This design comes from an exercise in tuning for a short achievable clock period and few clock cycles on the open sky130 flow, not from production work. Function was checked by simulation only, so behaviour that the tests miss may differ from the original. No activity file was given, so power comes from the tool's default toggle rates.

==> flow/design.v, too long to show whole: its modules and the start of the top module <==
// module mul2s: 1968 lines
// module ksadd: 31 lines
// module mdiv: 117 lines
// module lzc32: 33 lines
// module CPU: 497 lines
module CPU(
    input wire clk,
    input wire rst,
    output wire [19:0] instAddr_o,
    input wire [31:0] inst_i,
    output wire [19:0] dataAddr_o,
    output wire data_WE_n_o,
    output wire data_OE_n_o,
    output wire data_CE_n_o,
    output wire [3:0] data_be_n_o,
    output wire [31:0] data_o,
    input wire [31:0] data_i
);
  // ...
==> flow/flow/run.sh <==
#!/bin/bash
# The standard layout (standard.sh: the standard flow's own synthesis and ORFS steps),
# with the timing repair aiming for more setup slack than the default, so
# that the layout is optimised well below the design's clock period. The
# clock period and all constraints are the design's (constraint.sdc).
set -euo pipefail
bash standard.sh SETUP_SLACK_MARGIN=13 finish > standard_flow.log 2>&1
==> flow/standard.sh <==
#!/bin/bash
# synth_recipe.tcl (not shown) runs the flow's synth.tcl, then flattens the netlist and writes it again
# the make line also repeats each setting of config.mk as NAME=value (left out here)
make -C /OpenROAD-flow-scripts/flow DESIGN_CONFIG=/design/flow/config.mk WORK_HOME=/design/flow/orfs CLKGATE_MAP_FILE= SYNTH_SCRIPT=/design/flow/synth_recipe.tcl "${@:-finish}"
==> flow/config.mk <==
export PLATFORM = sky130hd
export DESIGN_NAME = CPU
export DESIGN_NICKNAME = CPU
export VERILOG_FILES = /design/flow/design.v
export SDC_FILE = /design/flow/constraint.sdc
export NUM_CORES = 8
export LEC_CHECK = 0
export CAP_MARGIN = 50
export CORE_MARGIN = 2
export CORE_UTILIZATION = 30
export PLACE_DENSITY = 0.5
export SLEW_MARGIN = 50
==> flow/constraint.sdc <==
create_clock -name core_clock -period 17.0 [get_ports {clk}]
set_input_delay 3.4000 -clock core_clock [delete_from_list [all_inputs] [get_ports {clk}]]
set_output_delay 3.4000 -clock core_clock [all_outputs]
set_load 0.01 [all_outputs]
==> run notes, run 1 <==
post-route ant nets 0; post-synthesis compound-gate area fraction roughly 20%; Final Cycle Share a little under 30%; PortBufs ~140; Fin Hold WS ~0.33 ns; commonest non-fill, non-tap cells in the layout edfxtp_1, nor2_1, nand2_1, a21oi_1, buf_4; power density over the cells about 58 nW/um^2; gr ovfl total 0; Worst Path Arrival ~1.6 ns; min Tclk post-route roughly 5.0 ns; Stages on worst setup path 1; met2 GRT Util 46.33%; FF+latch count, synth between 1.5k and 2k; Biggest register rf; Initial Util 30.14%; met1 Usage GRT a little under two fifths; number of flip-flops under the largest register name approximately 1.0k; clock latency (worst-skew pair) just under 1 ns; Slew @ Worst Pin between 0.9 and 1 ns; Largest Pwr Group sequential cells; worst endpoint required time between 10 and 15 ns; Worst R2R Start e_da[6]$_DFFE_PP_; internal cell power about 8600 uW; Hold Crit Endpoint m_lhi$_DFF_P_; DP Area 159,300 sq um; top-area cell type share of the netlist area between 20 and 30%; outcome no timing/DRC/antenna violations; Final Util 40.61%; vias in the first global route roughly 130k; routed wire length per instance between 30 and 40 um; hold buffers post-CTS 0; CP max stage delay 0.48 ns; post-CTS setup repair buffer count 916; ClkCell Share around 3.8%; largest family of logic cells by synthesized area compound AO/OA/AOI/OAI gates; Slew headroom between 30 and 40%; switching share of power about a quarter; initial antenna violation count 57; I/O Pins 145; Worst Setup EP dataAddr_o[7]
Testbench counts, summed over its fixed seeds: cycles 34,976.
==> module mdiv, before the edit <==
module mdiv(
    input wire clk,
    input wire rst,
    input wire start,           
    input wire [31:0] na,       
    input wire [31:0] nb,       
    output wire busy,           
    output wire done,           
    output wire zero_q,         
    output wire [31:0] q,
    output wire [31:0] r
);
    reg        run;
    reg [31:0] rr, qq;
    reg [33:0] bo1;           
    reg [33:0] bo3;           
    reg [5:0]  digits;          
    wire [5:0] zn, zd;
    lzc32 lzn(.v(na), .n(zn));
    lzc32 lzd(.v(nb), .n(zd));
    wire       nge;
    ksadd #(32) cmp0(.a(na), .b(~nb), .ci(1'b1), .s(), .co(nge));   
    assign zero_q = !nge;
    wire [5:0] kk = zd - zn;
    reg  [5:0] m, nd0;          
    always @(*) begin
        case (kk)
            6'd0: begin m = 6'd0; nd0 = 6'd1; end
            6'd1: begin m = 6'd0; nd0 = 6'd1; end
            6'd2: begin m = 6'd2; nd0 = 6'd2; end
            6'd3: begin m = 6'd2; nd0 = 6'd2; end
            6'd4: begin m = 6'd4; nd0 = 6'd3; end
            6'd5: begin m = 6'd4; nd0 = 6'd3; end
            6'd6: begin m = 6'd6; nd0 = 6'd4; end
            6'd7: begin m = 6'd6; nd0 = 6'd4; end
            6'd8: begin m = 6'd8; nd0 = 6'd5; end
            6'd9: begin m = 6'd8; nd0 = 6'd5; end
            6'd10: begin m = 6'd10; nd0 = 6'd6; end
            6'd11: begin m = 6'd10; nd0 = 6'd6; end
            6'd12: begin m = 6'd12; nd0 = 6'd7; end
            6'd13: begin m = 6'd12; nd0 = 6'd7; end
            6'd14: begin m = 6'd14; nd0 = 6'd8; end
            6'd15: begin m = 6'd14; nd0 = 6'd8; end
            6'd16: begin m = 6'd16; nd0 = 6'd9; end
            6'd17: begin m = 6'd16; nd0 = 6'd9; end
            6'd18: begin m = 6'd18; nd0 = 6'd10; end
            6'd19: begin m = 6'd18; nd0 = 6'd10; end
            6'd20: begin m = 6'd20; nd0 = 6'd11; end
            6'd21: begin m = 6'd20; nd0 = 6'd11; end
            6'd22: begin m = 6'd22; nd0 = 6'd12; end
            6'd23: begin m = 6'd22; nd0 = 6'd12; end
            6'd24: begin m = 6'd24; nd0 = 6'd13; end
            6'd25: begin m = 6'd24; nd0 = 6'd13; end
            6'd26: begin m = 6'd26; nd0 = 6'd14; end
            6'd27: begin m = 6'd26; nd0 = 6'd14; end
            6'd28: begin m = 6'd28; nd0 = 6'd15; end
            6'd29: begin m = 6'd28; nd0 = 6'd15; end
            6'd30: begin m = 6'd30; nd0 = 6'd16; end
            6'd31: begin m = 6'd30; nd0 = 6'd16; end
            6'd32: begin m = 6'd32; nd0 = 6'd17; end
            default: begin m = 6'd0; nd0 = 6'd1; end
        endcase
    end
    wire [33:0] b1 = {2'b0, nb};
    wire [33:0] b3;
    ksadd #(34) mk3(.a(b1 << 2), .b(~b1), .ci(1'b1), .s(b3), .co());
    wire [33:0] bm1 = bo1;
    wire [33:0] df1;
    wire ge1;
    ksadd #(34) sub1(.a({2'b0, rr}), .b(~bm1), .ci(1'b1), .s(df1), .co(ge1));
    wire [33:0] bm2 = (bo1 << 1);
    wire [33:0] df2;
    wire ge2;
    ksadd #(34) sub2(.a({2'b0, rr}), .b(~bm2), .ci(1'b1), .s(df2), .co(ge2));
    wire [33:0] bm3 = bo3;
    wire [33:0] df3;
    wire ge3;
    ksadd #(34) sub3(.a({2'b0, rr}), .b(~bm3), .ci(1'b1), .s(df3), .co(ge3));
    wire sel0 = 1'b1 & ~ge1;
    wire sel1 = ge1 & ~ge2;
    wire sel2 = ge2 & ~ge3;
    wire sel3 = ge3 & ~1'b0;
    wire [1:0] dig = {(sel2 | sel3), (sel1 | sel3)};
    wire [31:0] rn = ({32{sel0}} & rr)
                   | ({32{sel1}} & df1[31:0])
                   | ({32{sel2}} & df2[31:0])
                   | ({32{sel3}} & df3[31:0]);
    wire last = digits == 6'd1;
    assign busy = run;
    assign done = (start && zero_q) || (run && last);
    assign q = run ? {qq[29:0], dig} : 32'b0;
    assign r = run ? rn : na;
    always @(posedge clk) begin
        if (rst) begin
            run <= 1'b0;
        end else if (start) begin
            run <= !zero_q;
        end else if (run && last) begin
            run <= 1'b0;
        end
    end
    always @(posedge clk) begin
        if (start) begin
            rr <= na;
            qq <= 32'b0;
            bo1 <= b1 << m;
            bo3 <= b3 << m;
            digits <= nd0;
        end else if (run) begin
            rr <= rn;
            qq <= {qq[29:0], dig};
            bo1 <= bo1 >> 2;
            bo3 <= bo3 >> 2;
            digits <= digits - 6'd1;
        end
    end
endmodule
==> inputs of run 2 (changes only) <==
--- a/flow/design.v
+++ b/flow/design.v
@@ -7,138 +7,197 @@
 );
     wire xs = sgn & a[31];
     wire ys = sgn & b[31];
     reg r0_0;
     reg r0_1;
     reg r1_0;
     reg r2_0;
     reg r2_1;
+    reg r2_2;
     reg r3_0;
     reg r3_1;
     reg r4_0;
     reg r4_1;
+    reg r4_2;
     reg r5_0;
     reg r5_1;
+    reg r5_2;
     reg r6_0;
     reg r6_1;
+    reg r6_2;
     reg r7_0;
     reg r7_1;
+    reg r7_2;
     reg r8_0;
     reg r8_1;
+    reg r8_2;
     reg r9_0;
     reg r9_1;
+    reg r9_2;
     reg r10_0;
     reg r10_1;
+    reg r10_2;
     reg r11_0;
     reg r11_1;
+    reg r11_2;
     reg r12_0;
     reg r12_1;
+    reg r12_2;
     reg r13_0;
     reg r13_1;
+    reg r13_2;
     reg r14_0;
     reg r14_1;
+    reg r14_2;
     reg r15_0;
     reg r15_1;
+    reg r15_2;
     reg r16_0;
     reg r16_1;
+    reg r16_2;
     reg r17_0;
     reg r17_1;
+    reg r17_2;
     reg r18_0;
     reg r18_1;
+    reg r18_2;
     reg r19_0;
     reg r19_1;
+    reg r19_2;
     reg r20_0;
     reg r20_1;
+    reg r20_2;
     reg r21_0;
     reg r21_1;
+    reg r21_2;
     reg r22_0;
     reg r22_1;
+    reg r22_2;
     reg r23_0;
     reg r23_1;
+    reg r23_2;
     reg r24_0;
     reg r24_1;
+    reg r24_2;
     reg r25_0;
     reg r25_1;
+    reg r25_2;
     reg r26_0;
     reg r26_1;
+    reg r26_2;
     reg r27_0;
     reg r27_1;
+    reg r27_2;
     reg r28_0;
     reg r28_1;
+    reg r28_2;
     reg r29_0;
     reg r29_1;
+    reg r29_2;
     reg r30_0;
     reg r30_1;
+    reg r30_2;
     reg r31_0;
     reg r31_1;
+    reg r31_2;
     reg r32_0;
     reg r32_1;
+    reg r32_2;
     reg r33_0;
     reg r33_1;
+    reg r33_2;
     reg r34_0;
     reg r34_1;
+    reg r34_2;
     reg r35_0;
     reg r35_1;
+    reg r35_2;
     reg r36_0;
     reg r36_1;
+    reg r36_2;
     reg r37_0;
     reg r37_1;
+    reg r37_2;
     reg r38_0;
     reg r38_1;
+    reg r38_2;
     reg r39_0;
     reg r39_1;
+    reg r39_2;
     reg r40_0;
     reg r40_1;
+    reg r40_2;
     reg r41_0;
     reg r41_1;
+    reg r41_2;
     reg r42_0;
     reg r42_1;
+    reg r42_2;
     reg r43_0;
     reg r43_1;
+    reg r43_2;
     reg r44_0;
     reg r44_1;
+    reg r44_2;
     reg r45_0;
     reg r45_1;
+    reg r45_2;
     reg r46_0;
     reg r46_1;
+    reg r46_2;
     reg r47_0;
     reg r47_1;
+    reg r47_2;
     reg r48_0;
     reg r48_1;
+    reg r48_2;
     reg r49_0;
     reg r49_1;
+    reg r49_2;
     reg r50_0;
     reg r50_1;
+    reg r50_2;
     reg r51_0;
     reg r51_1;
+    reg r51_2;
     reg r52_0;
     reg r52_1;
+    reg r52_2;
     reg r53_0;
     reg r53_1;
+    reg r53_2;
     reg r54_0;
     reg r54_1;
+    reg r54_2;
     reg r55_0;
     reg r55_1;
+    reg r55_2;
     reg r56_0;
     reg r56_1;
+    reg r56_2;
     reg r57_0;
     reg r57_1;
+    reg r57_2;
     reg r58_0;
     reg r58_1;
+    reg r58_2;
     reg r59_0;
     reg r59_1;
+    reg r59_2;
     reg r60_0;
     reg r60_1;
     reg r61_0;
     reg r61_1;
+    reg r61_2;
     reg r62_0;
     reg r62_1;
     reg r63_0;
     reg r63_1;
+    reg r63_2;
     wire one0 = b[0] ^ 1'b0;
     wire two0 = (b[1] & ~b[0] & ~1'b0) | (~b[1] & b[0] & 1'b0);
     wire neg0 = b[1];
     wire pp0_0 = ((one0 & a[0]) | (two0 & 1'b0)) ^ neg0;
     wire pp0_1 = ((one0 & a[1]) | (two0 & a[0])) ^ neg0;
     wire pp0_2 = ((one0 & a[2]) | (two0 & a[1])) ^ neg0;
     wire pp0_3 = ((one0 & a[3]) | (two0 & a[2])) ^ neg0;
     wire pp0_4 = ((one0 & a[4]) | (two0 & a[3])) ^ neg0;
@@ -1704,271 +1763,330 @@
     wire s923 = c806 ^ c808 ^ s809;
     wire c924 = (c806 & c808) | (c806 & s809) | (c808 & s809);
     wire s925 = c810 ^ s811 ^ pp16_28;
     wire c926 = (c810 & s811) | (c810 & pp16_28) | (s811 & pp16_28);
     wire s927 = c812 ^ npp14 ^ pp15_31;
     wire c928 = (c812 & npp14) | (c812 & pp15_31) | (npp14 & pp15_31);
     wire s929 = pp15_32 ^ pp16_30;
     wire c930 = pp15_32 & pp16_30;
-    wire s931 = pp0_2 ^ pp1_0;
-    wire c932 = pp0_2 & pp1_0;
-    wire s933 = pp0_3 ^ pp1_1;
-    wire c934 = pp0_3 & pp1_1;
-    wire s935 = s813 ^ pp2_0 ^ neg2;
-    wire c936 = (s813 & pp2_0) | (s813 & neg2) | (pp2_0 & neg2);
-    wire s937 = c814 ^ s815 ^ pp2_1;
-    wire c938 = (c814 & s815) | (c814 & pp2_1) | (s815 & pp2_1);
-    wire s939 = c816 ^ s817 ^ neg3;
-    wire c940 = (c816 & s817) | (c816 & neg3) | (s817 & neg3);
-    wire s941 = c818 ^ s819 ^ pp3_1;
-    wire c942 = (c818 & s819) | (c818 & pp3_1) | (s819 & pp3_1);
-    wire s943 = c820 ^ s821 ^ neg4;
-    wire c944 = (c820 & s821) | (c820 & neg4) | (s821 & neg4);
-    wire s945 = c822 ^ s823 ^ s611;
-    wire c946 = (c822 & s823) | (c822 & s611) | (s823 & s611);
-    wire s947 = c824 ^ s825 ^ s615;
-    wire c948 = (c824 & s825) | (c824 & s615) | (s825 & s615);
-    wire s949 = c826 ^ s827 ^ s619;
-    wire c950 = (c826 & s827) | (c826 & s619) | (s827 & s619);
-    wire s951 = c828 ^ s829 ^ s623;
-    wire c952 = (c828 & s829) | (c828 & s623) | (s829 & s623);
-    wire s953 = c830 ^ s831 ^ s627;
-    wire c954 = (c830 & s831) | (c830 & s627) | (s831 & s627);
-    wire s955 = c832 ^ s833 ^ s631;
-    wire c956 = (c832 & s833) | (c832 & s631) | (s833 & s631);
-    wire s957 = c834 ^ s835 ^ s635;
-    wire c958 = (c834 & s835) | (c834 & s635) | (s835 & s635);
-    wire s959 = c836 ^ s837 ^ s639;
-    wire c960 = (c836 & s837) | (c836 & s639) | (s837 & s639);
-    wire s961 = c838 ^ s839 ^ s643;
-    wire c962 = (c838 & s839) | (c838 & s643) | (s839 & s643);
-    wire s963 = c840 ^ s841 ^ s647;
-    wire c964 = (c840 & s841) | (c840 & s647) | (s841 & s647);
-    wire s965 = c842 ^ s843 ^ s651;
-    wire c966 = (c842 & s843) | (c842 & s651) | (s843 & s651);
-    wire s967 = c844 ^ s845 ^ s655;
-    wire c968 = (c844 & s845) | (c844 & s655) | (s845 & s655);
-    wire s969 = c846 ^ s847 ^ s659;
-    wire c970 = (c846 & s847) | (c846 & s659) | (s847 & s659);
-    wire s971 = c848 ^ s849 ^ s663;
-    wire c972 = (c848 & s849) | (c848 & s663) | (s849 & s663);
-    wire s973 = c850 ^ s851 ^ s667;
-    wire c974 = (c850 & s851) | (c850 & s667) | (s851 & s667);
-    wire s975 = c852 ^ s853 ^ s671;
-    wire c976 = (c852 & s853) | (c852 & s671) | (s853 & s671);
-    wire s977 = c854 ^ s855 ^ s675;
-    wire c978 = (c854 & s855) | (c854 & s675) | (s855 & s675);
-    wire s979 = c856 ^ s857 ^ s679;
-    wire c980 = (c856 & s857) | (c856 & s679) | (s857 & s679);
-    wire s981 = c858 ^ s859 ^ s683;
-    wire c982 = (c858 & s859) | (c858 & s683) | (s859 & s683);
-    wire s983 = c860 ^ s861 ^ s687;
-    wire c984 = (c860 & s861) | (c860 & s687) | (s861 & s687);
-    wire s985 = c862 ^ s863 ^ s691;
-    wire c986 = (c862 & s863) | (c862 & s691) | (s863 & s691);
-    wire s987 = c864 ^ s865 ^ s695;
-    wire c988 = (c864 & s865) | (c864 & s695) | (s865 & s695);
-    wire s989 = c866 ^ s867 ^ s699;
-    wire c990 = (c866 & s867) | (c866 & s699) | (s867 & s699);
-    wire s991 = c868 ^ s869 ^ s703;
-    wire c992 = (c868 & s869) | (c868 & s703) | (s869 & s703);
-    wire s993 = c870 ^ s871 ^ s707;
-    wire c994 = (c870 & s871) | (c870 & s707) | (s871 & s707);
-    wire s995 = c872 ^ s873 ^ s711;
-    wire c996 = (c872 & s873) | (c872 & s711) | (s873 & s711);
-    wire s997 = c874 ^ s875 ^ s715;
-    wire c998 = (c874 & s875) | (c874 & s715) | (s875 & s715);
-    wire s999 = c876 ^ s877 ^ s719;
-    wire c1000 = (c876 & s877) | (c876 & s719) | (s877 & s719);
-    wire s1001 = c878 ^ s879 ^ s723;
-    wire c1002 = (c878 & s879) | (c878 & s723) | (s879 & s723);
-    wire s1003 = c880 ^ s881 ^ s727;
-    wire c1004 = (c880 & s881) | (c880 & s727) | (s881 & s727);
-    wire s1005 = c882 ^ s883 ^ s731;
-    wire c1006 = (c882 & s883) | (c882 & s731) | (s883 & s731);
-    wire s1007 = c884 ^ s885 ^ s735;
-    wire c1008 = (c884 & s885) | (c884 & s735) | (s885 & s735);
-    wire s1009 = c886 ^ s887 ^ s739;
-    wire c1010 = (c886 & s887) | (c886 & s739) | (s887 & s739);
-    wire s1011 = c888 ^ s889 ^ s743;
-    wire c1012 = (c888 & s889) | (c888 & s743) | (s889 & s743);
-    wire s1013 = c890 ^ s891 ^ s747;
-    wire c1014 = (c890 & s891) | (c890 & s747) | (s891 & s747);
-    wire s1015 = c892 ^ s893 ^ s751;
-    wire c1016 = (c892 & s893) | (c892 & s751) | (s893 & s751);
-    wire s1017 = c894 ^ s895 ^ s755;
-    wire c1018 = (c894 & s895) | (c894 & s755) | (s895 & s755);
-    wire s1019 = c896 ^ s897 ^ s759;
-    wire c1020 = (c896 & s897) | (c896 & s759) | (s897 & s759);
-    wire s1021 = c898 ^ s899 ^ s763;
-    wire c1022 = (c898 & s899) | (c898 & s763) | (s899 & s763);
-    wire s1023 = c900 ^ s901 ^ s767;
-    wire c1024 = (c900 & s901) | (c900 & s767) | (s901 & s767);
-    wire s1025 = c902 ^ s903 ^ s771;
-    wire c1026 = (c902 & s903) | (c902 & s771) | (s903 & s771);
-    wire s1027 = c904 ^ s905 ^ s775;
-    wire c1028 = (c904 & s905) | (c904 & s775) | (s905 & s775);
-    wire s1029 = c906 ^ s907 ^ s779;
-    wire c1030 = (c906 & s907) | (c906 & s779) | (s907 & s779);
-    wire s1031 = c908 ^ s909 ^ s783;
-    wire c1032 = (c908 & s909) | (c908 & s783) | (s909 & s783);
-    wire s1033 = c910 ^ s911 ^ s787;
-    wire c1034 = (c910 & s911) | (c910 & s787) | (s911 & s787);
-    wire s1035 = c912 ^ s913 ^ s791;
-    wire c1036 = (c912 & s913) | (c912 & s791) | (s913 & s791);
-    wire s1037 = c914 ^ s915 ^ s795;
-    wire c1038 = (c914 & s915) | (c914 & s795) | (s915 & s795);
-    wire s1039 = c916 ^ s917 ^ s799;
-    wire c1040 = (c916 & s917) | (c916 & s799) | (s917 & s799);
-    wire s1041 = c918 ^ s919 ^ s803;
-    wire c1042 = (c918 & s919) | (c918 & s803) | (s919 & s803);
-    wire s1043 = c920 ^ s921 ^ s807;
-    wire c1044 = (c920 & s921) | (c920 & s807) | (s921 & s807);
-    wire s1045 = c922 ^ s923 ^ pp16_27;
-    wire c1046 = (c922 & s923) | (c922 & pp16_27) | (s923 & pp16_27);
-    wire s1047 = c924 ^ s925 ^ 1'b1;
-    wire c1048 = (c924 & s925) | (c924 & 1'b1) | (s925 & 1'b1);
-    wire s1049 = c926 ^ s927 ^ pp16_29;
-    wire c1050 = (c926 & s927) | (c926 & pp16_29) | (s927 & pp16_29);
-    wire s1051 = c928 ^ s929 ^ 1'b1;
-    wire c1052 = (c928 & s929) | (c928 & 1'b1) | (s929 & 1'b1);
-    wire s1053 = c930 ^ npp15 ^ pp16_31;
-    wire c1054 = (c930 & npp15) | (c930 & pp16_31) | (npp15 & pp16_31);
     always @(posedge clk) begin
         r0_0 <= pp0_0;
         r0_1 <= neg0;
         r1_0 <= pp0_1;
-        r2_0 <= s931;
-        r2_1 <= neg1;
-        r3_0 <= c932;
-        r3_1 <= s933;
-        r4_0 <= c934;
-        r4_1 <= s935;
-        r5_0 <= c936;
-        r5_1 <= s937;
-        r6_0 <= c938;
-        r6_1 <= s939;
-        r7_0 <= c940;
-        r7_1 <= s941;
-        r8_0 <= c942;
-        r8_1 <= s943;
-        r9_0 <= c944;
-        r9_1 <= s945;
-        r10_0 <= c946;
-        r10_1 <= s947;
-        r11_0 <= c948;
-        r11_1 <= s949;
-        r12_0 <= c950;
-        r12_1 <= s951;
-        r13_0 <= c952;
-        r13_1 <= s953;
-        r14_0 <= c954;
-        r14_1 <= s955;
-        r15_0 <= c956;
-        r15_1 <= s957;
-        r16_0 <= c958;
-        r16_1 <= s959;
-        r17_0 <= c960;
-        r17_1 <= s961;
-        r18_0 <= c962;
-        r18_1 <= s963;
-        r19_0 <= c964;
-        r19_1 <= s965;
-        r20_0 <= c966;
-        r20_1 <= s967;
-        r21_0 <= c968;
-        r21_1 <= s969;
-        r22_0 <= c970;
-        r22_1 <= s971;
-        r23_0 <= c972;
-        r23_1 <= s973;
-        r24_0 <= c974;
-        r24_1 <= s975;
-        r25_0 <= c976;
-        r25_1 <= s977;
-        r26_0 <= c978;
-        r26_1 <= s979;
-        r27_0 <= c980;
-        r27_1 <= s981;
-        r28_0 <= c982;
-        r28_1 <= s983;
-        r29_0 <= c984;
-        r29_1 <= s985;
-        r30_0 <= c986;
-        r30_1 <= s987;
-        r31_0 <= c988;
-        r31_1 <= s989;
-        r32_0 <= c990;
-        r32_1 <= s991;
-        r33_0 <= c992;
-        r33_1 <= s993;
-        r34_0 <= c994;
-        r34_1 <= s995;
-        r35_0 <= c996;
-        r35_1 <= s997;
-        r36_0 <= c998;
-        r36_1 <= s999;
-        r37_0 <= c1000;
-        r37_1 <= s1001;
-        r38_0 <= c1002;
-        r38_1 <= s1003;
-        r39_0 <= c1004;
-        r39_1 <= s1005;
-        r40_0 <= c1006;
-        r40_1 <= s1007;
-        r41_0 <= c1008;
-        r41_1 <= s1009;
-        r42_0 <= c1010;
-        r42_1 <= s1011;
-        r43_0 <= c1012;
-        r43_1 <= s1013;
-        r44_0 <= c1014;
-        r44_1 <= s1015;
-        r45_0 <= c1016;
-        r45_1 <= s1017;
-        r46_0 <= c1018;
-        r46_1 <= s1019;
-        r47_0 <= c1020;
-        r47_1 <= s1021;
-        r48_0 <= c1022;
-        r48_1 <= s1023;
-        r49_0 <= c1024;
-        r49_1 <= s1025;
-        r50_0 <= c1026;
-        r50_1 <= s1027;
-        r51_0 <= c1028;
-        r51_1 <= s1029;
-        r52_0 <= c1030;
-        r52_1 <= s1031;
-        r53_0 <= c1032;
-        r53_1 <= s1033;
-        r54_0 <= c1034;
-        r54_1 <= s1035;
-        r55_0 <= c1036;
-        r55_1 <= s1037;
-        r56_0 <= c1038;
-        r56_1 <= s1039;
-        r57_0 <= c1040;
-        r57_1 <= s1041;
-        r58_0 <= c1042;
-        r58_1 <= s1043;
-        r59_0 <= c1044;
-        r59_1 <= s1045;
-        r60_0 <= c1046;
-        r60_1 <= s1047;
-        r61_0 <= c1048;
-        r61_1 <= s1049;
-        r62_0 <= c1050;
-        r62_1 <= s1051;
-        r63_0 <= c1052;
-        r63_1 <= s1053;
+        r2_0 <= pp0_2;
+        r2_1 <= pp1_0;
+        r2_2 <= neg1;
+        r3_0 <= pp0_3;
+        r3_1 <= pp1_1;
+        r4_0 <= s813;
+        r4_1 <= pp2_0;
+        r4_2 <= neg2;
+        r5_0 <= c814;
+        r5_1 <= s815;
+        r5_2 <= pp2_1;
+        r6_0 <= c816;
+        r6_1 <= s817;
+        r6_2 <= neg3;
+        r7_0 <= c818;
+        r7_1 <= s819;
+        r7_2 <= pp3_1;
+        r8_0 <= c820;
+        r8_1 <= s821;
+        r8_2 <= neg4;
+        r9_0 <= c822;
+        r9_1 <= s823;
+        r9_2 <= s611;
+        r10_0 <= c824;
+        r10_1 <= s825;
+        r10_2 <= s615;
+        r11_0 <= c826;
+        r11_1 <= s827;
+        r11_2 <= s619;
+        r12_0 <= c828;
+        r12_1 <= s829;
+        r12_2 <= s623;
+        r13_0 <= c830;
+        r13_1 <= s831;
+        r13_2 <= s627;
+        r14_0 <= c832;
+        r14_1 <= s833;
+        r14_2 <= s631;
+        r15_0 <= c834;
+        r15_1 <= s835;
+        r15_2 <= s635;
+        r16_0 <= c836;
+        r16_1 <= s837;
+        r16_2 <= s639;
+        r17_0 <= c838;
+        r17_1 <= s839;
+        r17_2 <= s643;
+        r18_0 <= c840;
+        r18_1 <= s841;
+        r18_2 <= s647;
+        r19_0 <= c842;
+        r19_1 <= s843;
+        r19_2 <= s651;
+        r20_0 <= c844;
+        r20_1 <= s845;
+        r20_2 <= s655;
+        r21_0 <= c846;
+        r21_1 <= s847;
+        r21_2 <= s659;
+        r22_0 <= c848;
+        r22_1 <= s849;
+        r22_2 <= s663;
+        r23_0 <= c850;
+        r23_1 <= s851;
+        r23_2 <= s667;
+        r24_0 <= c852;
+        r24_1 <= s853;
+        r24_2 <= s671;
+        r25_0 <= c854;
+        r25_1 <= s855;
+        r25_2 <= s675;
+        r26_0 <= c856;
+        r26_1 <= s857;
+        r26_2 <= s679;
+        r27_0 <= c858;
+        r27_1 <= s859;
+        r27_2 <= s683;
+        r28_0 <= c860;
+        r28_1 <= s861;
+        r28_2 <= s687;
+        r29_0 <= c862;
+        r29_1 <= s863;
+        r29_2 <= s691;
+        r30_0 <= c864;
+        r30_1 <= s865;
+        r30_2 <= s695;
+        r31_0 <= c866;
+        r31_1 <= s867;
+        r31_2 <= s699;
+        r32_0 <= c868;
+        r32_1 <= s869;
+        r32_2 <= s703;
+        r33_0 <= c870;
+        r33_1 <= s871;
+        r33_2 <= s707;
+        r34_0 <= c872;
+        r34_1 <= s873;
+        r34_2 <= s711;
+        r35_0 <= c874;
+        r35_1 <= s875;
+        r35_2 <= s715;
+        r36_0 <= c876;
+        r36_1 <= s877;
+        r36_2 <= s719;
+        r37_0 <= c878;
+        r37_1 <= s879;
+        r37_2 <= s723;
+        r38_0 <= c880;
+        r38_1 <= s881;
+        r38_2 <= s727;
+        r39_0 <= c882;
+        r39_1 <= s883;
+        r39_2 <= s731;
+        r40_0 <= c884;
+        r40_1 <= s885;
+        r40_2 <= s735;
+        r41_0 <= c886;
+        r41_1 <= s887;
+        r41_2 <= s739;
+        r42_0 <= c888;
+        r42_1 <= s889;
+        r42_2 <= s743;
+        r43_0 <= c890;
+        r43_1 <= s891;
+        r43_2 <= s747;
+        r44_0 <= c892;
+        r44_1 <= s893;
+        r44_2 <= s751;
+        r45_0 <= c894;
+        r45_1 <= s895;
+        r45_2 <= s755;
+        r46_0 <= c896;
+        r46_1 <= s897;
+        r46_2 <= s759;
+        r47_0 <= c898;
+        r47_1 <= s899;
+        r47_2 <= s763;
+        r48_0 <= c900;
+        r48_1 <= s901;
+        r48_2 <= s767;
+        r49_0 <= c902;
+        r49_1 <= s903;
+        r49_2 <= s771;
+        r50_0 <= c904;
+        r50_1 <= s905;
+        r50_2 <= s775;
+        r51_0 <= c906;
+        r51_1 <= s907;
+        r51_2 <= s779;
+        r52_0 <= c908;
+        r52_1 <= s909;
+        r52_2 <= s783;
+        r53_0 <= c910;
+        r53_1 <= s911;
+        r53_2 <= s787;
+        r54_0 <= c912;
+        r54_1 <= s913;
+        r54_2 <= s791;
+        r55_0 <= c914;
+        r55_1 <= s915;
+        r55_2 <= s795;
+        r56_0 <= c916;
+        r56_1 <= s917;
+        r56_2 <= s799;
+        r57_0 <= c918;
+        r57_1 <= s919;
+        r57_2 <= s803;
+        r58_0 <= c920;
+        r58_1 <= s921;
+        r58_2 <= s807;
+        r59_0 <= c922;
+        r59_1 <= s923;
+        r59_2 <= pp16_27;
+        r60_0 <= c924;
+        r60_1 <= s925;
+        r61_0 <= c926;
+        r61_1 <= s927;
+        r61_2 <= pp16_29;
+        r62_0 <= c928;
+        r62_1 <= s929;
+        r63_0 <= c930;
+        r63_1 <= npp15;
+        r63_2 <= pp16_31;
     end
-    wire [63:0] row0 = {r63_0, r62_0, r61_0, r60_0, r59_0, r58_0, r57_0, r56_0, r55_0, r54_0, r53_0, r52_0, r51_0, r50_0, r49_0, r48_0, r47_0, r46_0, r45_0, r44_0, r43_0, r42_0, r41_0, r40_0, r39_0, r38_0, r37_0, r36_0, r35_0, r34_0, r33_0, r32_0, r31_0, r30_0, r29_0, r28_0, r27_0, r26_0, r25_0, r24_0, r23_0, r22_0, r21_0, r20_0, r19_0, r18_0, r17_0, r16_0, r15_0, r14_0, r13_0, r12_0, r11_0, r10_0, r9_0, r8_0, r7_0, r6_0, r5_0, r4_0, r3_0, r2_0, r1_0, r0_0};
-    wire [63:0] row1 = {r63_1, r62_1, r61_1, r60_1, r59_1, r58_1, r57_1, r56_1, r55_1, r54_1, r53_1, r52_1, r51_1, r50_1, r49_1, r48_1, r47_1, r46_1, r45_1, r44_1, r43_1, r42_1, r41_1, r40_1, r39_1, r38_1, r37_1, r36_1, r35_1, r34_1, r33_1, r32_1, r31_1, r30_1, r29_1, r28_1, r27_1, r26_1, r25_1, r24_1, r23_1, r22_1, r21_1, r20_1, r19_1, r18_1, r17_1, r16_1, r15_1, r14_1, r13_1, r12_1, r11_1, r10_1, r9_1, r8_1, r7_1, r6_1, r5_1, r4_1, r3_1, r2_1, 1'b0, r0_1};
+    wire s931 = r2_0 ^ r2_1;
+    wire c932 = r2_0 & r2_1;
+    wire s933 = r3_0 ^ r3_1;
+    wire c934 = r3_0 & r3_1;
+    wire s935 = r4_0 ^ r4_1 ^ r4_2;
+    wire c936 = (r4_0 & r4_1) | (r4_0 & r4_2) | (r4_1 & r4_2);
+    wire s937 = r5_0 ^ r5_1 ^ r5_2;
+    wire c938 = (r5_0 & r5_1) | (r5_0 & r5_2) | (r5_1 & r5_2);
+    wire s939 = r6_0 ^ r6_1 ^ r6_2;
+    wire c940 = (r6_0 & r6_1) | (r6_0 & r6_2) | (r6_1 & r6_2);
+    wire s941 = r7_0 ^ r7_1 ^ r7_2;
+    wire c942 = (r7_0 & r7_1) | (r7_0 & r7_2) | (r7_1 & r7_2);
+    wire s943 = r8_0 ^ r8_1 ^ r8_2;
+    wire c944 = (r8_0 & r8_1) | (r8_0 & r8_2) | (r8_1 & r8_2);
+    wire s945 = r9_0 ^ r9_1 ^ r9_2;
+    wire c946 = (r9_0 & r9_1) | (r9_0 & r9_2) | (r9_1 & r9_2);
+    wire s947 = r10_0 ^ r10_1 ^ r10_2;
+    wire c948 = (r10_0 & r10_1) | (r10_0 & r10_2) | (r10_1 & r10_2);
+    wire s949 = r11_0 ^ r11_1 ^ r11_2;
+    wire c950 = (r11_0 & r11_1) | (r11_0 & r11_2) | (r11_1 & r11_2);
+    wire s951 = r12_0 ^ r12_1 ^ r12_2;
+    wire c952 = (r12_0 & r12_1) | (r12_0 & r12_2) | (r12_1 & r12_2);
+    wire s953 = r13_0 ^ r13_1 ^ r13_2;
+    wire c954 = (r13_0 & r13_1) | (r13_0 & r13_2) | (r13_1 & r13_2);
+    wire s955 = r14_0 ^ r14_1 ^ r14_2;
+    wire c956 = (r14_0 & r14_1) | (r14_0 & r14_2) | (r14_1 & r14_2);
+    wire s957 = r15_0 ^ r15_1 ^ r15_2;
+    wire c958 = (r15_0 & r15_1) | (r15_0 & r15_2) | (r15_1 & r15_2);
+    wire s959 = r16_0 ^ r16_1 ^ r16_2;
+    wire c960 = (r16_0 & r16_1) | (r16_0 & r16_2) | (r16_1 & r16_2);
+    wire s961 = r17_0 ^ r17_1 ^ r17_2;
+    wire c962 = (r17_0 & r17_1) | (r17_0 & r17_2) | (r17_1 & r17_2);
+    wire s963 = r18_0 ^ r18_1 ^ r18_2;
+    wire c964 = (r18_0 & r18_1) | (r18_0 & r18_2) | (r18_1 & r18_2);
+    wire s965 = r19_0 ^ r19_1 ^ r19_2;
+    wire c966 = (r19_0 & r19_1) | (r19_0 & r19_2) | (r19_1 & r19_2);
+    wire s967 = r20_0 ^ r20_1 ^ r20_2;
+    wire c968 = (r20_0 & r20_1) | (r20_0 & r20_2) | (r20_1 & r20_2);
+    wire s969 = r21_0 ^ r21_1 ^ r21_2;
+    wire c970 = (r21_0 & r21_1) | (r21_0 & r21_2) | (r21_1 & r21_2);
+    wire s971 = r22_0 ^ r22_1 ^ r22_2;
+    wire c972 = (r22_0 & r22_1) | (r22_0 & r22_2) | (r22_1 & r22_2);
+    wire s973 = r23_0 ^ r23_1 ^ r23_2;
+    wire c974 = (r23_0 & r23_1) | (r23_0 & r23_2) | (r23_1 & r23_2);
+    wire s975 = r24_0 ^ r24_1 ^ r24_2;
+    wire c976 = (r24_0 & r24_1) | (r24_0 & r24_2) | (r24_1 & r24_2);
+    wire s977 = r25_0 ^ r25_1 ^ r25_2;
+    wire c978 = (r25_0 & r25_1) | (r25_0 & r25_2) | (r25_1 & r25_2);
+    wire s979 = r26_0 ^ r26_1 ^ r26_2;
+    wire c980 = (r26_0 & r26_1) | (r26_0 & r26_2) | (r26_1 & r26_2);
+    wire s981 = r27_0 ^ r27_1 ^ r27_2;
+    wire c982 = (r27_0 & r27_1) | (r27_0 & r27_2) | (r27_1 & r27_2);
+    wire s983 = r28_0 ^ r28_1 ^ r28_2;
+    wire c984 = (r28_0 & r28_1) | (r28_0 & r28_2) | (r28_1 & r28_2);
+    wire s985 = r29_0 ^ r29_1 ^ r29_2;
+    wire c986 = (r29_0 & r29_1) | (r29_0 & r29_2) | (r29_1 & r29_2);
+    wire s987 = r30_0 ^ r30_1 ^ r30_2;
+    wire c988 = (r30_0 & r30_1) | (r30_0 & r30_2) | (r30_1 & r30_2);
+    wire s989 = r31_0 ^ r31_1 ^ r31_2;
+    wire c990 = (r31_0 & r31_1) | (r31_0 & r31_2) | (r31_1 & r31_2);
+    wire s991 = r32_0 ^ r32_1 ^ r32_2;
+    wire c992 = (r32_0 & r32_1) | (r32_0 & r32_2) | (r32_1 & r32_2);
+    wire s993 = r33_0 ^ r33_1 ^ r33_2;
+    wire c994 = (r33_0 & r33_1) | (r33_0 & r33_2) | (r33_1 & r33_2);
+    wire s995 = r34_0 ^ r34_1 ^ r34_2;
+    wire c996 = (r34_0 & r34_1) | (r34_0 & r34_2) | (r34_1 & r34_2);
+    wire s997 = r35_0 ^ r35_1 ^ r35_2;
+    wire c998 = (r35_0 & r35_1) | (r35_0 & r35_2) | (r35_1 & r35_2);
+    wire s999 = r36_0 ^ r36_1 ^ r36_2;
+    wire c1000 = (r36_0 & r36_1) | (r36_0 & r36_2) | (r36_1 & r36_2);
+    wire s1001 = r37_0 ^ r37_1 ^ r37_2;
+    wire c1002 = (r37_0 & r37_1) | (r37_0 & r37_2) | (r37_1 & r37_2);
+    wire s1003 = r38_0 ^ r38_1 ^ r38_2;
+    wire c1004 = (r38_0 & r38_1) | (r38_0 & r38_2) | (r38_1 & r38_2);
+    wire s1005 = r39_0 ^ r39_1 ^ r39_2;
+    wire c1006 = (r39_0 & r39_1) | (r39_0 & r39_2) | (r39_1 & r39_2);
+    wire s1007 = r40_0 ^ r40_1 ^ r40_2;
+    wire c1008 = (r40_0 & r40_1) | (r40_0 & r40_2) | (r40_1 & r40_2);
+    wire s1009 = r41_0 ^ r41_1 ^ r41_2;
+    wire c1010 = (r41_0 & r41_1) | (r41_0 & r41_2) | (r41_1 & r41_2);
+    wire s1011 = r42_0 ^ r42_1 ^ r42_2;
+    wire c1012 = (r42_0 & r42_1) | (r42_0 & r42_2) | (r42_1 & r42_2);
+    wire s1013 = r43_0 ^ r43_1 ^ r43_2;
+    wire c1014 = (r43_0 & r43_1) | (r43_0 & r43_2) | (r43_1 & r43_2);
+    wire s1015 = r44_0 ^ r44_1 ^ r44_2;
+    wire c1016 = (r44_0 & r44_1) | (r44_0 & r44_2) | (r44_1 & r44_2);
+    wire s1017 = r45_0 ^ r45_1 ^ r45_2;
+    wire c1018 = (r45_0 & r45_1) | (r45_0 & r45_2) | (r45_1 & r45_2);
+    wire s1019 = r46_0 ^ r46_1 ^ r46_2;
+    wire c1020 = (r46_0 & r46_1) | (r46_0 & r46_2) | (r46_1 & r46_2);
+    wire s1021 = r47_0 ^ r47_1 ^ r47_2;
+    wire c1022 = (r47_0 & r47_1) | (r47_0 & r47_2) | (r47_1 & r47_2);
+    wire s1023 = r48_0 ^ r48_1 ^ r48_2;
+    wire c1024 = (r48_0 & r48_1) | (r48_0 & r48_2) | (r48_1 & r48_2);
+    wire s1025 = r49_0 ^ r49_1 ^ r49_2;
+    wire c1026 = (r49_0 & r49_1) | (r49_0 & r49_2) | (r49_1 & r49_2);
+    wire s1027 = r50_0 ^ r50_1 ^ r50_2;
+    wire c1028 = (r50_0 & r50_1) | (r50_0 & r50_2) | (r50_1 & r50_2);
+    wire s1029 = r51_0 ^ r51_1 ^ r51_2;
+    wire c1030 = (r51_0 & r51_1) | (r51_0 & r51_2) | (r51_1 & r51_2);
+    wire s1031 = r52_0 ^ r52_1 ^ r52_2;
+    wire c1032 = (r52_0 & r52_1) | (r52_0 & r52_2) | (r52_1 & r52_2);
+    wire s1033 = r53_0 ^ r53_1 ^ r53_2;
+    wire c1034 = (r53_0 & r53_1) | (r53_0 & r53_2) | (r53_1 & r53_2);
+    wire s1035 = r54_0 ^ r54_1 ^ r54_2;
+    wire c1036 = (r54_0 & r54_1) | (r54_0 & r54_2) | (r54_1 & r54_2);
+    wire s1037 = r55_0 ^ r55_1 ^ r55_2;
+    wire c1038 = (r55_0 & r55_1) | (r55_0 & r55_2) | (r55_1 & r55_2);
+    wire s1039 = r56_0 ^ r56_1 ^ r56_2;
+    wire c1040 = (r56_0 & r56_1) | (r56_0 & r56_2) | (r56_1 & r56_2);
+    wire s1041 = r57_0 ^ r57_1 ^ r57_2;
+    wire c1042 = (r57_0 & r57_1) | (r57_0 & r57_2) | (r57_1 & r57_2);
+    wire s1043 = r58_0 ^ r58_1 ^ r58_2;
+    wire c1044 = (r58_0 & r58_1) | (r58_0 & r58_2) | (r58_1 & r58_2);
+    wire s1045 = r59_0 ^ r59_1 ^ r59_2;
+    wire c1046 = (r59_0 & r59_1) | (r59_0 & r59_2) | (r59_1 & r59_2);
+    wire s1047 = r60_0 ^ r60_1 ^ 1'b1;
+    wire c1048 = (r60_0 & r60_1) | (r60_0 & 1'b1) | (r60_1 & 1'b1);
+    wire s1049 = r61_0 ^ r61_1 ^ r61_2;
+    wire c1050 = (r61_0 & r61_1) | (r61_0 & r61_2) | (r61_1 & r61_2);
+    wire s1051 = r62_0 ^ r62_1 ^ 1'b1;
+    wire c1052 = (r62_0 & r62_1) | (r62_0 & 1'b1) | (r62_1 & 1'b1);
+    wire s1053 = r63_0 ^ r63_1 ^ r63_2;
+    wire c1054 = (r63_0 & r63_1) | (r63_0 & r63_2) | (r63_1 & r63_2);
+    wire [63:0] row0 = {c1052, c1050, c1048, c1046, c1044, c1042, c1040, c1038, c1036, c1034, c1032, c1030, c1028, c1026, c1024, c1022, c1020, c1018, c1016, c1014, c1012, c1010, c1008, c1006, c1004, c1002, c1000, c998, c996, c994, c992, c990, c988, c986, c984, c982, c980, c978, c976, c974, c972, c970, c968, c966, c964, c962, c960, c958, c956, c954, c952, c950, c948, c946, c944, c942, c940, c938, c936, c934, c932, s931, r1_0, r0_0};
+    wire [63:0] row1 = {s1053, s1051, s1049, s1047, s1045, s1043, s1041, s1039, s1037, s1035, s1033, s1031, s1029, s1027, s1025, s1023, s1021, s1019, s1017, s1015, s1013, s1011, s1009, s1007, s1005, s1003, s1001, s999, s997, s995, s993, s991, s989, s987, s985, s983, s981, s979, s977, s975, s973, s971, s969, s967, s965, s963, s961, s959, s957, s955, s953, s951, s949, s947, s945, s943, s941, s939, s937, s935, s933, r2_2, 1'b0, r0_1};
     ksadd #(64) cpa(.a(row0), .b(row1), .ci(1'b0), .s(p), .co());
 endmodule
 module ksadd #(parameter W = 32) (
     input wire [W-1:0] a,
     input wire [W-1:0] b,
     input wire ci,
     output wire [W-1:0] s,
     output wire co
@@ -2009,26 +2127,30 @@
     output wire [31:0] q,
     output wire [31:0] r
 );
     reg        run;
     reg [31:0] rr, qq;
     reg [33:0] bo1;           
     reg [33:0] bo3;           
     reg [5:0]  digits;          
+    reg        align;           
+    reg [5:0]  a_kk;
+    reg [33:0] a_b1;
+    reg [33:0] a_b3;
     wire [5:0] zn, zd;
     lzc32 lzn(.v(na), .n(zn));
     lzc32 lzd(.v(nb), .n(zd));
     wire       nge;
     ksadd #(32) cmp0(.a(na), .b(~nb), .ci(1'b1), .s(), .co(nge));   
     assign zero_q = !nge;
     wire [5:0] kk = zd - zn;
     reg  [5:0] m, nd0;          
     always @(*) begin
-        case (kk)
+        case (a_kk)
             6'd0: begin m = 6'd0; nd0 = 6'd1; end
             6'd1: begin m = 6'd0; nd0 = 6'd1; end
             6'd2: begin m = 6'd2; nd0 = 6'd2; end
             6'd3: begin m = 6'd2; nd0 = 6'd2; end
             6'd4: begin m = 6'd4; nd0 = 6'd3; end
             6'd5: begin m = 6'd4; nd0 = 6'd3; end
             6'd6: begin m = 6'd6; nd0 = 6'd4; end
             6'd7: begin m = 6'd6; nd0 = 6'd4; end
@@ -2080,35 +2202,43 @@
     wire sel2 = ge2 & ~ge3;
     wire sel3 = ge3 & ~1'b0;
     wire [1:0] dig = {(sel2 | sel3), (sel1 | sel3)};
     wire [31:0] rn = ({32{sel0}} & rr)
                    | ({32{sel1}} & df1[31:0])
                    | ({32{sel2}} & df2[31:0])
                    | ({32{sel3}} & df3[31:0]);
     wire last = digits == 6'd1;
-    assign busy = run;
+    assign busy = run | align;
     assign done = (start && zero_q) || (run && last);
     assign q = run ? {qq[29:0], dig} : 32'b0;
     assign r = run ? rn : na;
     always @(posedge clk) begin
         if (rst) begin
             run <= 1'b0;
+            align <= 1'b0;
         end else if (start) begin
-            run <= !zero_q;
+            align <= !zero_q;
+        end else if (align) begin
+            align <= 1'b0;
+            run <= 1'b1;
         end else if (run && last) begin
             run <= 1'b0;
         end
     end
     always @(posedge clk) begin
         if (start) begin
             rr <= na;
             qq <= 32'b0;
-            bo1 <= b1 << m;
-            bo3 <= b3 << m;
+            a_kk <= kk;
+            a_b1 <= b1;
+            a_b3 <= b3;
+        end else if (align) begin
+            bo1 <= a_b1 << m;
+            bo3 <= a_b3 << m;
             digits <= nd0;
         end else if (run) begin
             rr <= rn;
             qq <= {qq[29:0], dig};
             bo1 <= bo1 >> 2;
             bo3 <= bo3 >> 2;
             digits <= digits - 6'd1;
         end
@@ -2323,24 +2453,25 @@
             3'd1: b_imm = {27'b0, shamt};
             3'd2: b_imm = simm;
             3'd3: b_imm = zimm;
             3'd4: b_imm = {imm16, 16'b0};
             3'd5: b_imm = pc8;
             default: b_imm = 32'b0;
         endcase
     end
-    wire s_hit_e = s_nz && e_wen && (e_dst == rs);
-    wire t_hit_e = t_nz && e_wen && (e_dst == rt);
+    reg  h_se, h_te, h_sm, h_tm, h_sw, h_tw;
+    wire s_hit_e = h_se;
+    wire t_hit_e = h_te;
     wire e_lres = e_late;       
     wire m_lres = m_late;
-    wire s_hit_m = s_nz && m_wen && (m_dst == rs);
-    wire t_hit_m = t_nz && m_wen && (m_dst == rt);
-    wire s_hit_w = s_nz && w_wen && (w_dst == rs);
-    wire t_hit_w = t_nz && w_wen && (w_dst == rt);
+    wire s_hit_m = h_sm;
+    wire t_hit_m = h_tm;
+    wire s_hit_w = h_sw;
+    wire t_hit_w = h_tw;
     reg  [31:0] d_sv, d_tv;
     wire [31:0] rf_s = d_sv;
     wire [31:0] rf_t = d_tv;
     wire [31:0] id_s = !s_nz ? 32'b0 :
                        (s_hit_m && !m_lres) ? m_res :
                        s_hit_w ? w_res : rf_s;
     wire [31:0] id_t = !t_nz ? 32'b0 :
                        (t_hit_m && !m_lres) ? m_res :
@@ -2484,17 +2615,33 @@
             d_inst <= 32'b0;
             d_pc <= 32'b0;
             d_pc4 <= 32'b0;
             s_nz <= 1'b0; t_nz <= 1'b0; a_sel <= 2'd2; b_sel <= 2'd2; b_kind <= 3'd0;
             i_wen_nz <= 1'b0; i_dst <= 5'd0; i_load <= 1'b0; i_store <= 1'b0;
             i_ltype <= 3'd0; i_stype <= 2'd0; i_op <= 14'b0;
             i_mthi <= 1'b0; i_mtlo <= 1'b0; i_mult <= 1'b0; i_div <= 1'b0; i_sgn <= 1'b0; i_mf <= 1'b0;
             i_br <= 1'b0; i_jr <= 1'b0; i_j <= 1'b0; i_cond <= 3'd0;
+            h_se <= 1'b0; h_te <= 1'b0; h_sm <= 1'b0; h_tm <= 1'b0; h_sw <= 1'b0; h_tw <= 1'b0;
         end else begin
+            if (!stall) begin
+                h_se <= f_s_nz && !mispredict && i_wen_nz && (i_dst == f_rs);
+                h_te <= f_t_nz && !mispredict && i_wen_nz && (i_dst == f_rt);
+                h_sm <= f_s_nz && !mispredict && e_wen && (e_dst == f_rs);
+                h_tm <= f_t_nz && !mispredict && e_wen && (e_dst == f_rt);
+                h_sw <= f_s_nz && !mispredict && m_wen && (m_dst == f_rs);
+                h_tw <= f_t_nz && !mispredict && m_wen && (m_dst == f_rt);
+            end else begin
+                h_se <= 1'b0;
+                h_te <= 1'b0;
+                h_sm <= s_nz && e_wen && (e_dst == rs);
+                h_tm <= t_nz && e_wen && (e_dst == rt);
+                h_sw <= s_nz && m_wen && (m_dst == rs);
+                h_tw <= t_nz && m_wen && (m_dst == rt);
+            end
             if (mispredict) pc <= e_alt;
             else if (!stall) begin
                 if (i_j) pc <= j_target;
                 else if (i_jr) pc <= jr_fwd ? ex_logic : br_a;
                 else if (i_br && (br_late ? pred : taken)) pc <= br_target;
                 else pc <= pc + 32'd4;
             end
             if (!stall) begin
==> run notes, run 2 <==
outcome no timing/DRC/antenna violations; Final TNS setup 0 ns; gr ovfl total 0 (unchanged); Layout area overhead 30.45%; HP Class reg -> reg; Worst-path clk slew roughly 0.07 ns; final instance area about 200,000 sq um; number of flip-flops under the largest register name 1,024 (unchanged); Max VDD drop between 0.09 and 0.1 mV; die height 716.1 um; Worst R2R Start div0.rr[0]$_DFFE_PP_; final setup violation count 0; Synth Net Count approximately 16k; number of synthesized flops with an enable pin approximately 1.5k; post-DP HPWL slightly above 500,000 um; clock latency (worst-skew pair) 1.03 ns (+0.05 ns); Post-Synthesis Cells approximately 15k; CP Launch Point e_sdata[7]$_DFF_P_; Tot GR Track Use roughly 30%; RSZ-0062 raised after global routing yes; Pre-antenna DRT Iters 9; met2 routed WL ~350,000 um; post-DR vias/cell roughly 6; PortBufs 144 (unchanged); ratio of cells with drive above 1 in the final layout approximately 30%; first-pass GRT wire length ~1,100,000 um; hold buffers post-CTS 0 (unchanged); min Tclk post-route 5.007 ns (+0.01270 ns); Worst Path Max Fanout 1; top-count cell post-synth edfxtp_1; CP cell instances buf_6; Biggest register rf; worst endpoint required time 13.60 ns (about the same); routed wire length per instance 35.17 um (+2.2%); Initial Util 30.11% (about the same); Clock Path Buffers 4; CTS tree built; Die X-Extent 716.1 um; largest net degree at the start of global routing about 110; post-route ant nets 0 (unchanged); die area 512,800 sq um; initial antenna violation count 81 (+42%); commonest non-fill, non-tap cells in the layout edfxtp_1, nand2_1, nor2_1, a21oi_1, buf_4; Highest Signal Layer met5; Cell variety after synth 92; synth warn 7; clk sink count 2,104; vias in the first global route 131.3k (-0.73%); metal1 wirelength 294,900 um; leading cell type in the layout, fill and taps excluded edfxtp_1; Slowest-stage cell, CP dfxtp_4; top-area cell type share of the netlist area 28.90% (+0.58 points); DRC viols 0; power density over the cells 61.74 nW/um^2 (+5.7%); Iter 0 DRT Violations 19.55k; total core area about 500,000 sq um; CTS buffer count between 200 and 250; Final Cycle Share 29.46% (+0.075 points); Worst setup SP type flop; hold path startpoint e_lhi$_DFF_P_; Via Count roughly 140k; Crit path max-delay family flip-flops; FP Rows ~260; CP bufs+invs 1; Synth Area per Inst roughly 10 sq um; Root Driver clkbuf_16; Slew @ Worst Pin 0.8837 ns (-0.02490 ns); Post-synth ARST share 0%; Final nets ~17k; top_reg_cell synth edfxtp_1; synthesized area roughly 150,000 sq um; metal3 WL just under 90,000 um; I/O Pins 145 (unchanged); Worst Path Arrival 1.61 ns (+0.02 ns); Synth area leader edfxtp_1; top post-synthesis cells by area edfxtp_1, mux4_2, dfxtp_1; FF+latch count, synth 2,104 (+7.5%); post-synthesis sequential area ratio between 30 and 40%; H-tree levels 4; Fin. Hold Viols 0; Setup crit end kind output port; CP max stage delay 0.47 ns (about the same); synth cell count leaders edfxtp_1, nor2_1, a21oi_1; max-cap viol count 0; leakage 0.07297 uW; Slew headroom 41.09% (+2.3 points); Max Freq 199.7 MHz; routability cong. ~1.0; DP Area 164,000 sq um (+2.9%); CP Class reg -> out; Worst Skew 0.1273 ns; Pins Over Slew Limit 0; Total Wirelength approximately 810,000 um
run 2: final cells by class:
type,count,area (sq um)
Fill cell,48500,306800
Clock inverter,140,1597
Timing Repair Buffer,1886,24830
Multi-Input combinational cell,10980,96860
Antenna cell,50,125.1
Inverter,764,3058
Clock buffer,297,6465
Tap cell,6706,8391
Sequential cell,2104,57100
run 2: metrics by stage:
stage | utilization (%) | setup WS, ns | cells | hold WS (ns) | power (uW)
after global routing | 39.25 | 11.97 | 22880 | 0.2345 | 12530
after global placement | 32.13 | 9.790 | 21230 | 0.3166 | 6560
after CTS | 37.95 | 11.96 | 22580 | 0.1904 | 12200
final | 39.28 | 11.99 | 22920 | 0.2156 | 12250
after detailed placement | 32.46 | 10.27 | 21280 | 0.3151 | 6573
after floorplan | - | 11.73 | 15240 | 0.3096 | 6216
run 2: cells by family (layout without fill, tap and decap cells):
group / count (synthesis) / in the layout / share of synthesized area (%)
AOI/OAI and AO/OA: 4378 / 4378 / 18.49
xor gates and xnor gates: 633 / 633 / 3.645
adders and majority gates: 1013 / 1013 / 10.46
buffers and inverters: 2163 / 3087 / 5.426
DFF: 2104 / 2104 / 37.32
muxes: 1130 / 1130 / 13.36
other: 0 / 50 / 0
and+or+nand+nor: 3815 / 3821 / 11.30
run 2: worst paths after layout:
path,slack [ns],cells past startpoint,end
worst min-delay path,0.22,0,m_lhi$_DFF_P_
worst max register to register,12.55,18,hi[1]$_DFFE_PP_
worst min register to register,0.22,0,m_lhi$_DFF_P_
worst max-delay path,11.99,1,data_o[7]
run 2: layer usage:
metal  vias up  global-route usage, %
met2      9227                  46.25
met1     70490                  36.58
met3      2662                  8.305
li1      58400                      -
met4        36                  20.93
met5         -                      0
run 2: repair_timing:
item                       4_1_cts  5_1_grt
cloned                         201       23
setup endpoints to repair      828      553
resized for setup             2497      870
pin swaps                      449      442
setup buffers                  661      273
run 2: power breakdown:
part	switching (uW)	internal, uW	total [uW]	leakage (uW)
Clock	2370	3080	5450	0.00393
Sequential	78.9	5470	5550	0.0191
Combinational	674	571	1250	0.0499
Testbench counts of run 2, summed over its fixed seeds: cycles 35,080.

[afterwards: timing with drivers on the ports]
How much do the figures lean on ideal ports? The routed layouts below were timed once more, with nothing changed but the port constraints. Step 1 (the two cells are an assumption about what drives the block):
set clk [get_ports {clk}]
set_driving_cell -lib_cell sky130_fd_sc_hd__clkbuf_16 $clk
set_driving_cell -lib_cell sky130_fd_sc_hd__buf_2 [delete_from_list [all_inputs] $clk]
Step 2, shift: input delay + t, output delay - t, t = (earliest + latest rising clock arrival at the registers) / 2. This alone moves slack from input paths to output paths. a / b / c = ideal ports / drivers / drivers and shift; a / b = the first two.
run | shift t [ns] | setup WS [ns] | pins driven straight from the clock port
run 1 | 1.024 | 12.005 / 11.903 / 11.206 | 1
run 2 | 1.095 | 11.993 / 11.864 / 11.156 | 1
After both steps every run listed still meets setup and hold. The setup slack of run 2, which loses most, moves by -0.129 ns with the drivers and by -0.837 ns with both steps.
